Background: an optimization exercise with open tools, aiming at small area and a short achievable clock period. Do not read the settings as production practice.
At most, simulation tests tie the RTL to the original design; equivalence was not proved.
No activity file was given, so power comes from the tool's default toggle rates.

Setup of TR:
Design SingleCycleCPU, start of the top module:
module SingleCycleCPU(
    input clk, Reset,
    input [31:0] instr,
    output [5:0] opCode,
    output [31:0] ReadData1, ReadData2, currentPC, nextPC, result, DMOut,
    output [4:0] rs, rt
);
For scale: roughly 5100 cells after synthesis, ~240 I/O pins, roughly 0.073 sq mm of cells after synthesis.
==> flow/config.mk <==
export PLATFORM = sky130hd
export DESIGN_NAME = SingleCycleCPU
export DESIGN_NICKNAME = SingleCycleCPU
export VERILOG_FILES = /design/flow/design.v
export SDC_FILE = /design/flow/constraint.sdc
export NUM_CORES = 8
export LEC_CHECK = 0
export CAP_MARGIN = 30
export CORE_MARGIN = 2
export CORE_UTILIZATION = 22
export SLEW_MARGIN = 30
export SYNTH_HIERARCHICAL = 1
export SYNTH_MINIMUM_KEEP_SIZE = 0
==> flow/constraint.sdc <==
create_clock -name core_clock -period 20.0 [get_ports {clk}]
set_input_delay 4.0000 -clock core_clock [delete_from_list [all_inputs] [get_ports {clk}]]
set_output_delay 4.0000 -clock core_clock [all_outputs]
set_load 0.01 [all_outputs]
standard.sh (not shown) runs the stock make flow with config.mk's settings and CLKGATE_MAP_FILE= SYNTH_SCRIPT=/design/flow/synth_recipe.tcl, a recipe that flattens the netlist after the stock synthesis.
==> flow/flow/run.sh <==
#!/bin/bash
# Layout flow: the standard synthesis unchanged, then the standard ORFS
# steps with our own port buffers, clock tree settings and timing target.
set -euo pipefail
HERE=$(cd "$(dirname "$0")" && pwd)
source "$HERE/settings.sh"

bash standard.sh synth > synth.log 2>&1
bash standard.sh \
  BUFFER_PORTS_ARGS="$PORT_BUF_ARGS" \
  CTS_ARGS="$CTS_ARGS_V" \
  SETUP_SLACK_MARGIN="$SETUP_MARGIN" \
  PRE_RESIZE_TCL="$HERE/pre_resize.tcl" \
  $EXTRA_MAKE_ARGS \
  finish > layout.log 2>&1
==> flow/flow/pre_resize.tcl <==
# Stronger buffers on the input ports (they drive the decoders directly).
foreach inst [get_cells input*] {
  replace_cell $inst sky130_fd_sc_hd__buf_8
}
==> flow/flow/settings.sh <==
# Settings read by run.sh
PORT_BUF_ARGS="-buffer_cell sky130_fd_sc_hd__buf_2"
CTS_ARGS_V="-sink_clustering_enable -repair_clock_nets -buf_list {sky130_fd_sc_hd__clkbuf_8} -sink_clustering_size 16 -sink_clustering_max_diameter 50 -dont_use_dummy_load"
SETUP_MARGIN=7
EXTRA_MAKE_ARGS=""
TR completed every stage of the flow, and the final layout passed the timing, design-rule and antenna checks.
Modified inputs, MS compared to TR
# TR
export LEC_CHECK = 0
export CAP_MARGIN = 30
export CORE_MARGIN = 2
export CORE_UTILIZATION = 22
export SLEW_MARGIN = 30
export SYNTH_HIERARCHICAL = 1
export SYNTH_MINIMUM_KEEP_SIZE = 0
create_clock -name core_clock -period 20.0 [get_ports {clk}]
# MS
export LEC_CHECK = 0
export CAP_MARGIN = 30
export CORE_MARGIN = 2
export CORE_UTILIZATION = 35
export PLACE_DENSITY = 0.65
export SLEW_MARGIN = 30
export SYNTH_HIERARCHICAL = 1
export SYNTH_MINIMUM_KEEP_SIZE = 0
create_clock -name core_clock -period 20.0 [get_ports {clk}]
-- flow/flow/pre_resize.tcl --
<<< TR, line 3
  replace_cell $inst sky130_fd_sc_hd__buf_8
}
>>> MS, line 3
  replace_cell $inst sky130_fd_sc_hd__buf_8
}
# The last gate of each register-file read bit drives the ALU, comparator,
# memory and output port: use the strongest or3.
foreach inst [get_cells -filter "ref_name == sky130_fd_sc_hd__or3_1"] {
  set net [get_full_name [get_nets -of_objects [get_pins [get_full_name $inst]/A]]]
  if {[string match "rp*" $net]} {
    replace_cell $inst sky130_fd_sc_hd__or3_4
  }
}
==> flow/flow/settings.sh <==
# Settings read by run.sh
PORT_BUF_ARGS="-buffer_cell sky130_fd_sc_hd__buf_2"
CTS_ARGS_V="-sink_clustering_enable -repair_clock_nets -buf_list {sky130_fd_sc_hd__clkbuf_8} -sink_clustering_size 16 -sink_clustering_max_diameter 50 -dont_use_dummy_load"
SETUP_MARGIN=7
EXTRA_MAKE_ARGS="TNS_END_PERCENT=20"
Findings:
- MS against TR: total routed wirelength -about 10%, final worst-path setup slack went up, global-route usage rose by 7.6 points, final critical delay including setup and external delays fell 0.0036 ns.


alpha:
SingleCycleCPU, a different RTL version from the one above (not shown whole).
Size: about 4800 cells after synthesis, about 71000 um^2 of cells after synthesis.
## SingleCycleCPU
module SingleCycleCPU(
    input clk, Reset,
    input [31:0] instr,
    output [5:0] opCode,
    output [31:0] ReadData1, ReadData2, currentPC, nextPC, result, DMOut,
    output [4:0] rs, rt
);
    wire [4:0] rd = instr[15:11];
    wire [4:0] sa = instr[10:6];
    wire [15:0] imm = instr[15:0];
    assign opCode = instr[31:26];
    assign rs = instr[25:21];
    assign rt = instr[20:16];
    wire op_ori, op_and, op_or, op_sll, op_slti, op_sw, op_lw, op_beq, op_bne, op_j, op_halt;
    wire useImm, subtract, RegWre, RegDst;
    CU cu(.opCode(opCode), .op_ori(op_ori), .op_and(op_and), .op_or(op_or), .op_sll(op_sll),
          .op_slti(op_slti), .op_sw(op_sw), .op_lw(op_lw), .op_beq(op_beq), .op_bne(op_bne),
          .op_j(op_j), .op_halt(op_halt), .useImm(useImm), .subtract(subtract),
          .RegWre(RegWre), .RegDst(RegDst));
    reg [31:2] pc;                
    reg [31:0] regFile [1:31];    
    reg [31:1] valid;             
    reg [7:0] ram [0:63];         
    reg [63:0] mvalid;            
    wire [31*32-1:0] rflat;
    genvar g;
    generate
        for (g = 1; g < 32; g = g + 1) begin : rf
            assign rflat[32*(g-1) +: 32] = regFile[g];
        end
    endgenerate
    RegRead rp1(.d(rflat), .valid(valid), .ra(rs), .q(ReadData1));
  ...
==> flow/config.mk <==
export PLATFORM = sky130hd
export DESIGN_NAME = SingleCycleCPU
export DESIGN_NICKNAME = SingleCycleCPU
export VERILOG_FILES = /design/flow/design.v
export SDC_FILE = /design/flow/constraint.sdc
export NUM_CORES = 8
export LEC_CHECK = 0
export CAP_MARGIN = 30
export CORE_MARGIN = 2
export CORE_UTILIZATION = 22
export SLEW_MARGIN = 30
export SYNTH_HIERARCHICAL = 1
export SYNTH_MINIMUM_KEEP_SIZE = 0
==> flow/constraint.sdc <==
create_clock -name core_clock -period 20.0 [get_ports {clk}]
set_input_delay 4.0000 -clock core_clock [delete_from_list [all_inputs] [get_ports {clk}]]
set_output_delay 4.0000 -clock core_clock [all_outputs]
set_load 0.01 [all_outputs]
==> flow/flow/run.sh <==
#!/bin/bash
# Layout flow: the standard synthesis unchanged, then the standard ORFS
# steps with our own port buffers, clock tree settings and timing target.
set -euo pipefail
HERE=$(cd "$(dirname "$0")" && pwd)
source "$HERE/settings.sh"

bash standard.sh synth > synth.log 2>&1
bash standard.sh \
  BUFFER_PORTS_ARGS="$PORT_BUF_ARGS" \
  CTS_ARGS="$CTS_ARGS_V" \
  SETUP_SLACK_MARGIN="$SETUP_MARGIN" \
  $EXTRA_MAKE_ARGS \
  finish > layout.log 2>&1
==> flow/flow/settings.sh <==
# Settings read by run.sh
PORT_BUF_ARGS="-buffer_cell sky130_fd_sc_hd__buf_2"
CTS_ARGS_V="-sink_clustering_enable -repair_clock_nets -buf_list {sky130_fd_sc_hd__clkbuf_8} -sink_clustering_size 16 -sink_clustering_max_diameter 50 -dont_use_dummy_load"
SETUP_MARGIN=9
EXTRA_MAKE_ARGS=""
The following lists how beta was set up differently from alpha:
-- flow/flow/settings.sh --
<<< alpha, line 4
SETUP_MARGIN=9
>>> beta, line 4
SETUP_MARGIN=12
==> comparison <==
Reported for beta and alpha, cell row count turned out identical to the last digit. alpha → beta: sum of net half-perimeters after detailed placement picked up an extra 4300 um, TritonCTS buffer count picked up an extra 2, standard cell area after detailed placement picked up an extra about 0.34%. Measured against each other, beta and alpha differ in count of cells resized by post-cts repair, the lower figure coming from alpha. beta | ERROR | 5_1_grt.
Function was not checked in any run of this note: the RTL went through the layout flow alone.


## run A
SingleCycleCPU, a different RTL version from the one above (not shown whole).
Size in the first run: ~4900 cells after synthesis, ~72000 µm² of cells after synthesis.
## SingleCycleCPU
module SingleCycleCPU(
    input clk, Reset,
    input [31:0] instr,
    output [5:0] opCode,
    output [31:0] ReadData1, ReadData2, currentPC, nextPC, result, DMOut,
    output [4:0] rs, rt
);
Settings: LEC_CHECK=0, CAP_MARGIN=30, CORE_MARGIN=2, CORE_UTILIZATION=55, PLACE_DENSITY=0.7, SLEW_MARGIN=30, SYNTH_HIERARCHICAL=1, SYNTH_MINIMUM_KEEP_SIZE=0; clock period 20.0 ns.
==> flow/flow/settings.sh <==
# Settings read by run.sh
PORT_BUF_ARGS="-buffer_cell sky130_fd_sc_hd__buf_2"
CTS_ARGS_V="-sink_clustering_enable -repair_clock_nets -buf_list {sky130_fd_sc_hd__clkbuf_8} -sink_clustering_size 16 -sink_clustering_max_diameter 50 -dont_use_dummy_load"
SETUP_MARGIN=6
EXTRA_MAKE_ARGS=""
Scripts as last shown in full above: flow/flow/run.sh
For run B, these inputs were changed with respect to run A:
- changing CORE_UTILIZATION from 55 to 22
- removing PLACE_DENSITY (formerly 0.7)
==> flow/flow/settings.sh <==
# Settings read by run.sh
PORT_BUF_ARGS="-buffer_cell sky130_fd_sc_hd__buf_2"
CTS_ARGS_V="-sink_clustering_enable -repair_clock_nets -buf_list {sky130_fd_sc_hd__clkbuf_8} -sink_clustering_size 16 -sink_clustering_max_diameter 50 -dont_use_dummy_load"
SETUP_MARGIN=7
EXTRA_MAKE_ARGS=""
Notes after the runs:
The lower maximum number of pins on one net before global-route repair came out of run A.
Comparing run B and run A, the lower sequential share of layout area is on run B.
Run B vs run A: tightest hold margin up in run B
Here is what was changed in the inputs of run C compared with run B.
- CORE_UTILIZATION changed from 22 to 40
==> flow/flow/settings.sh <==
# Settings read by run.sh
PORT_BUF_ARGS="-buffer_cell sky130_fd_sc_hd__buf_2"
CTS_ARGS_V="-sink_clustering_enable -repair_clock_nets -buf_list {sky130_fd_sc_hd__clkbuf_8} -sink_clustering_size 16 -sink_clustering_max_diameter 50 -dont_use_dummy_load"
SETUP_MARGIN=6
EXTRA_MAKE_ARGS=""
--- outcome ---
Side by side, number of placement rows turned out lower in run C than in run B.
Combinational share of power was lower in the run labelled run C.
In the metrics for run C and run B, the one carrying the lower relative contribution of the clock network to total power is run B.
Highest fanout seen on the critical path was lower in the run labelled run B.
The utilization of run C exceeds that of run B by 18 points.
The startpoint of the worst setup timing path comes out instr[19] in one run and instr[21] in the other, namely in run C and run B respectively.
Run C against run B; final instance count without filler cells is down by more than 10%.


SingleCycleCPU, a different RTL version from the one above (not shown whole).
Size: roughly 5000 cells after synthesis, about 240 I/O pins.
==> flow/config.mk <==
export PLATFORM = sky130hd
export DESIGN_NAME = SingleCycleCPU
export DESIGN_NICKNAME = SingleCycleCPU
export VERILOG_FILES = /design/flow/design.v
export SDC_FILE = /design/flow/constraint.sdc
export NUM_CORES = 8
export LEC_CHECK = 0
export CAP_MARGIN = 30
export CORE_MARGIN = 2
export CORE_UTILIZATION = 22
export SLEW_MARGIN = 30
export SYNTH_HIERARCHICAL = 1
export SYNTH_MINIMUM_KEEP_SIZE = 0
==> flow/constraint.sdc <==
create_clock -name core_clock -period 20.0 [get_ports {clk}]
set_input_delay 4.0000 -clock core_clock [delete_from_list [all_inputs] [get_ports {clk}]]
set_output_delay 4.0000 -clock core_clock [all_outputs]
set_load 0.01 [all_outputs]
==> flow/flow/run.sh <==
#!/bin/bash
# Layout flow: the standard synthesis unchanged, then the standard ORFS
# steps with our own port buffers, clock tree settings and timing target.
set -euo pipefail
HERE=$(cd "$(dirname "$0")" && pwd)
source "$HERE/settings.sh"

bash standard.sh synth > synth.log 2>&1
bash standard.sh \
  BUFFER_PORTS_ARGS="$PORT_BUF_ARGS" \
  CTS_ARGS="$CTS_ARGS_V" \
  SETUP_SLACK_MARGIN="$SETUP_MARGIN" \
  PRE_RESIZE_TCL="$HERE/pre_resize.tcl" \
  $EXTRA_MAKE_ARGS \
  finish > layout.log 2>&1
==> flow/flow/pre_resize.tcl <==
# Stronger buffers on the input ports (they drive the decoders directly).
foreach inst [get_cells input*] {
  replace_cell $inst sky130_fd_sc_hd__buf_8
}
==> flow/flow/settings.sh <==
# Settings read by run.sh
PORT_BUF_ARGS="-buffer_cell sky130_fd_sc_hd__buf_2"
CTS_ARGS_V="-sink_clustering_enable -repair_clock_nets -buf_list {sky130_fd_sc_hd__clkbuf_8} -sink_clustering_size 16 -sink_clustering_max_diameter 50 -dont_use_dummy_load"
SETUP_MARGIN=7
EXTRA_MAKE_ARGS=""
==> next run, changes <==
==> flow/flow/settings.sh (replaced) <==
# Settings read by run.sh
PORT_BUF_ARGS="-buffer_cell sky130_fd_sc_hd__buf_2"
CTS_ARGS_V="-sink_clustering_enable -repair_clock_nets -buf_list {sky130_fd_sc_hd__clkbuf_8} -sink_clustering_size 16 -sink_clustering_max_diameter 50 -dont_use_dummy_load"
SETUP_MARGIN=6
EXTRA_MAKE_ARGS=""
Count of clock-buffer cells in the layout stays the same.
First-iteration DRC count rises by 0.61%.
Synthesized area is unchanged.
Sequential power barely changes.
Routed wire length shrinks by about 1.8%.
Final cell count drops by about 1.4%.
Setup slack got worse by 0.29 ns.
Synthesized cell count does not change.
Critical path depth fell by 2.
Core utilization came out lower by 0.74 points.
No run of this note included a check of the RTL's function; only the layout flow was run.


Setup of try-quartz:
RTL: one of the versions met above, not the one the previous note started from.
Size: roughly 5100 cells after synthesis, about 240 I/O pins, ~0.073 sq mm of cells after synthesis.
==> flow/design.v (excerpt) <==
module SingleCycleCPU(
    input clk, Reset,
    input [31:0] instr,
    output [5:0] opCode,
    output [31:0] ReadData1, ReadData2, currentPC, nextPC, result, DMOut,
    output [4:0] rs, rt
);
    wire [4:0] rd = instr[15:11];
    wire [4:0] sa = instr[10:6];
    wire [15:0] imm = instr[15:0];
    assign opCode = instr[31:26];
    assign rs = instr[25:21];
    assign rt = instr[20:16];
    wire op_ori, op_and, op_or, op_sll, op_slti, op_sw, op_lw, op_beq, op_bne, op_j, op_halt;
    wire useImm, subtract, RegWre, RegDst;
    CU cu(.opCode(opCode), .op_ori(op_ori), .op_and(op_and), .op_or(op_or), .op_sll(op_sll),
          .op_slti(op_slti), .op_sw(op_sw), .op_lw(op_lw), .op_beq(op_beq), .op_bne(op_bne),
          .op_j(op_j), .op_halt(op_halt), .useImm(useImm), .subtract(subtract),
          .RegWre(RegWre), .RegDst(RegDst));
    reg [31:2] pc;                
    reg [31:0] regFile [1:31];    
    reg [31:1] valid;             
    reg [7:0] ram [0:63];         
    reg [63:0] mvalid;            
    wire [31*32-1:0] rflat;
    genvar g;
    generate
        for (g = 1; g < 32; g = g + 1) begin : rf
            assign rflat[32*(g-1) +: 32] = regFile[g];
        end
    endgenerate
    RegRead rp1(.d(rflat), .valid(valid), .ra(rs), .q(ReadData1));
    RegRead rp2(.d(rflat), .valid(valid), .ra(rt), .q(ReadData2));
    ALU alu(.A(ReadData1), .R2(ReadData2), .imm(imm), .sa(sa),
            .op_ori(op_ori), .op_and(op_and), .op_or(op_or), .op_sll(op_sll),
            .op_slti(op_slti), .useImm(useImm), .subtract(subtract), .result(result));
    wire eq;
    eq32 cmp(.a(ReadData1), .b(ReadData2), .eq(eq));
    wire [29:0] npc;
    PC pcl(.pc(pc), .halt(op_halt), .beq(op_beq), .bne(op_bne), .eq(eq), .jump(op_j),
           .imm(imm), .j_addr(instr[25:0]), .npc(npc));
    assign currentPC = {pc, 2'b00};
    assign nextPC = {npc, 2'b00};
    wire [63:0] rsel, wen;
    wire [15:0] wsel, osel_n;
    MemSel ms(.ra(ReadData1[5:0]), .ia(imm[5:0]), .we(op_sw), .mvalid(mvalid), .rsel(rsel), .wen(wen), .wsel(wsel), .osel_n(osel_n));
    wire [511:0] rambits;
    generate
  ...
==> flow/config.mk <==
export PLATFORM = sky130hd
export DESIGN_NAME = SingleCycleCPU
export DESIGN_NICKNAME = SingleCycleCPU
export VERILOG_FILES = /design/flow/design.v
export SDC_FILE = /design/flow/constraint.sdc
export NUM_CORES = 8
export LEC_CHECK = 0
export CAP_MARGIN = 30
export CORE_MARGIN = 2
export CORE_UTILIZATION = 22
export SLEW_MARGIN = 30
export SYNTH_HIERARCHICAL = 1
export SYNTH_MINIMUM_KEEP_SIZE = 0
==> flow/constraint.sdc <==
create_clock -name core_clock -period 20.0 [get_ports {clk}]
set_input_delay 4.0000 -clock core_clock [delete_from_list [all_inputs] [get_ports {clk}]]
set_output_delay 4.0000 -clock core_clock [all_outputs]
set_load 0.01 [all_outputs]
==> flow/flow/pre_resize.tcl <==
# Stronger buffers on the input ports (they drive the decoders directly).
foreach inst [get_cells input*] {
  replace_cell $inst sky130_fd_sc_hd__buf_8
}
# The last gate of each register-file read bit drives the ALU, comparator,
# memory and output port: use the strongest or3.
foreach inst [get_cells -filter "ref_name == sky130_fd_sc_hd__or3_1"] {
  set net [get_full_name [get_nets -of_objects [get_pins [get_full_name $inst]/A]]]
  if {[string match "rp*" $net]} {
    replace_cell $inst sky130_fd_sc_hd__or3_4
  }
}
==> flow/flow/settings.sh <==
# Settings read by run.sh
PORT_BUF_ARGS="-buffer_cell sky130_fd_sc_hd__buf_2"
CTS_ARGS_V="-sink_clustering_enable -repair_clock_nets -buf_list {sky130_fd_sc_hd__clkbuf_8} -sink_clustering_size 16 -sink_clustering_max_diameter 50 -dont_use_dummy_load"
SETUP_MARGIN=7
EXTRA_MAKE_ARGS=""
Scripts as last shown in full above: flow/flow/run.sh
No stage failed in try-quartz, and the final checks on the layout all came back clean.
diff inputs: try-quartz => try-garnet
diff --git a/flow/flow/settings.sh b/flow/flow/settings.sh
--- a/flow/flow/settings.sh
+++ b/flow/flow/settings.sh
@@ -5 +5 @@
-EXTRA_MAKE_ARGS=""
+EXTRA_MAKE_ARGS="TNS_END_PERCENT=20"
--- outcome ---
- try-garnet ended with every stage complete and zero timing, DRC or antenna violations.
- Changes observed in try-garnet relative to try-quartz: post-route total power decreased about 0.37%, combinational cell power ~0 delta, maximum vdd drop shrank by 3.4%, slew of the pin with the lowest slew margin saw a decrease, total clock buffers created by CTS held steady.
The following lists how try-violet was set up differently from try-garnet:
- changing CORE_UTILIZATION from 22 to 35
- setting PLACE_DENSITY to 0.65 for the first time
diff --git a/flow/flow/settings.sh b/flow/flow/settings.sh
--- a/flow/flow/settings.sh
+++ b/flow/flow/settings.sh
@@ -5 +5 @@
-EXTRA_MAKE_ARGS="TNS_END_PERCENT=20"
+EXTRA_MAKE_ARGS=""
Results
- try-garnet ran to completion and came out clean on the timing, design-rule and antenna checks.
- Both conditions hold for try-violet: the flow ran to the end and the final layout passed the timing, design-rule and antenna checks.
- The critical path launch point comes out instr[24] in one run and instr[23] in the other, namely in try-violet and try-garnet respectively.
- Internal power went down slightly going from try-garnet to try-violet.
- try-violet ends up with lower share of final layout cell area taken by clock buffers and inverters than try-garnet does.
- Between try-garnet and try-violet, the fraction of power spent switching nets is lower for try-violet.
- Run comparison: try-violet cell type of the slowest stage on the worst timing path sky130_fd_sc_hd__a222oi_1; try-garnet cell type of the slowest stage on the worst timing path sky130_fd_sc_hd__or3_4
- Taking try-garnet as the reference point, the overall die area of try-violet falls by about 37%.
For try-indigo, these inputs were changed with respect to try-violet:
- PLACE_DENSITY no longer set, was 0.65
- CORE_UTILIZATION now 22, was 35
==> flow/flow/pre_resize.tcl <==
# Stronger buffers on the input ports (they drive the decoders directly).
foreach inst [get_cells input*] {
  replace_cell $inst sky130_fd_sc_hd__buf_8
}
diff --git a/flow/flow/settings.sh b/flow/flow/settings.sh
--- a/flow/flow/settings.sh
+++ b/flow/flow/settings.sh
@@ -4 +4 @@
-SETUP_MARGIN=7
+SETUP_MARGIN=6
Results
- On fraction of met2 tracks used by global routing, the lower figure sits with try-indigo, not try-violet.
- Against try-violet as the reference, try-indigo delivers a lower clock network latency to the later pin of the worst-skew pair.
- Side by side, met1 routed wirelength after detailed routing turned out higher in try-indigo than in try-violet.
- Total internal power was higher in try-indigo than in try-violet.
Modified inputs, try-yarrow compared to try-indigo
- swapping 22 for 35 in CORE_UTILIZATION
- putting PLACE_DENSITY at 0.65 where nothing was set
diff --git a/flow/flow/pre_resize.tcl b/flow/flow/pre_resize.tcl
--- a/flow/flow/pre_resize.tcl
+++ b/flow/flow/pre_resize.tcl
@@ -4,0 +5,8 @@
+# The last gate of each register-file read bit drives the ALU, comparator,
+# memory and output port: use the strongest or3.
+foreach inst [get_cells -filter "ref_name == sky130_fd_sc_hd__or3_1"] {
+  set net [get_full_name [get_nets -of_objects [get_pins [get_full_name $inst]/A]]]
+  if {[string match "rp*" $net]} {
+    replace_cell $inst sky130_fd_sc_hd__or3_4
+  }
+}
diff --git a/flow/flow/settings.sh b/flow/flow/settings.sh
--- a/flow/flow/settings.sh
+++ b/flow/flow/settings.sh
@@ -4,2 +4,2 @@
-SETUP_MARGIN=6
-EXTRA_MAKE_ARGS=""
+SETUP_MARGIN=7.5
+EXTRA_MAKE_ARGS="TNS_END_PERCENT=20"
==> summary.txt <==
- try-yarrow: met2 demand-to-capacity share in global routing is 12 points higher than what try-indigo reported.
- try-yarrow: layout clock buffer count is 23 lower than what try-indigo reported.
- Cmp try-yarrow vs try-indigo: critical path depth lower in try-yarrow
- Comparing try-indigo and try-yarrow, clock period minus worst slack is lower on try-yarrow.
- In the reports for try-indigo and try-yarrow, the smaller met3 routing resource usage after global routing belongs to try-indigo.
Relative to try-yarrow, the following input files were edited for try-onyx:
diff --git a/flow/flow/pre_resize.tcl b/flow/flow/pre_resize.tcl
--- a/flow/flow/pre_resize.tcl
+++ b/flow/flow/pre_resize.tcl
@@ -12,0 +13,7 @@
+# Outputs with plenty of slack get the smallest buffer.
+foreach inst [get_cells output*] {
+  set net [get_full_name [get_nets -of_objects [get_pins [get_full_name $inst]/X]]]
+  if {[regexp {^(currentPC|opCode|rs|rt|ReadData1|ReadData2)} $net]} {
+    replace_cell $inst sky130_fd_sc_hd__buf_1
+  }
+}
diff --git a/flow/flow/settings.sh b/flow/flow/settings.sh
--- a/flow/flow/settings.sh
+++ b/flow/flow/settings.sh
@@ -4 +4 @@
-SETUP_MARGIN=7.5
+SETUP_MARGIN=7
==> comparison <==
- The final layout from try-onyx, which completed every stage, passed the timing, design-rule and antenna checks at the end of the flow.
- Relative to try-yarrow, proportion of final cell area spent on non-clock buffers decreased by 1.8 points in try-onyx.
- Clock share of power, try-onyx and try-yarrow, lower one = try-yarrow.
- Diff try-onyx..try-yarrow | number of placement rows | unchanged
- The setup slack of try-onyx is smaller than that of try-yarrow.
- Going from try-yarrow to try-onyx, the power consumed by combinational cells was found to have gone down by about 6%.
- Summary — design area, try-onyx relative to try-yarrow: lower, by about 2.7%.
- In try-onyx, the maximum fanout count along the critical path came out 27 above the value in try-yarrow.
- Comparing try-onyx and try-yarrow, minimum clock period is higher on try-onyx.

==> static timing again, ports no longer ideal <==
The results above use ideal ports. As a check the final layouts listed here were re-extracted and re-timed, cells and wires unchanged.
Step 1 assumes that a clkbuf_16 drives the clock port and a buf_2 every other input.
Step 2, shift: input delay + t, output delay - t, t = (earliest + latest rising clock arrival at the registers) / 2. This alone moves slack from input paths to output paths.
Three values: ideal, step 1, step 2; two values: the first two.
run | t, ns | setup WS [ns] | worst hold slack (ns) | worst data-port slew with drivers (ns) | cell pins on the clock port's net
TR | 0.976 | 6.882 / 6.823 / 6.823 | 0.470 / 0.470 / 0.470 | 0.21 | 1
MS | 1.006 | 6.885 / 6.827 / 6.827 | 0.463 / 0.463 / 0.463 | 0.14 | 1
alpha | 0.994 | 6.312 / 6.218 / 6.218 | 0.466 / 0.466 / 0.466 | 0.19 | 1
run A | 0.952 | 5.954 / 5.931 / 5.931 | 0.464 / 0.464 / 0.464 | 0.06 | 1
run B | 0.986 | 6.602 / 6.498 / 6.498 | 0.469 / 0.469 / 0.469 | 0.15 | 1
run C | 0.991 | 5.890 / 5.865 / 5.865 | 0.456 / 0.456 / 0.456 | 0.12 | 1
the first run of note 4 | 1.003 | 6.249 / 5.997 / 5.997 | 0.466 / 0.466 / 0.466 | 0.24 | 1
the second run of note 4 | 1.002 | 5.957 / 5.873 / 5.873 | 0.469 / 0.469 / 0.469 | 0.22 | 1
try-quartz | 0.984 | 6.862 / 6.622 / 6.622 | 0.465 / 0.465 / 0.465 | 0.25 | 1
try-garnet | 0.963 | 6.781 / 6.642 / 6.642 | 0.464 / 0.464 / 0.464 | 0.24 | 1
try-violet | 0.992 | 6.926 / 6.865 / 6.865 | 0.464 / 0.464 / 0.464 | 0.14 | 1
try-indigo | 0.959 | 6.086 / 5.995 / 5.995 | 0.470 / 0.470 / 0.470 | 0.24 | 1
try-yarrow | 1.002 | 6.974 / 6.768 / 6.768 | 0.465 / 0.465 / 0.465 | 0.21 | 1
try-onyx | 1.020 | 6.862 / 6.733 / 6.733 | 0.471 / 0.471 / 0.471 | 0.16 | 1
After both steps every run listed still meets setup and hold. The setup slack of the first run of note 4, which loses most, moves by -0.252 ns with the drivers and by -0.252 ns with both steps.
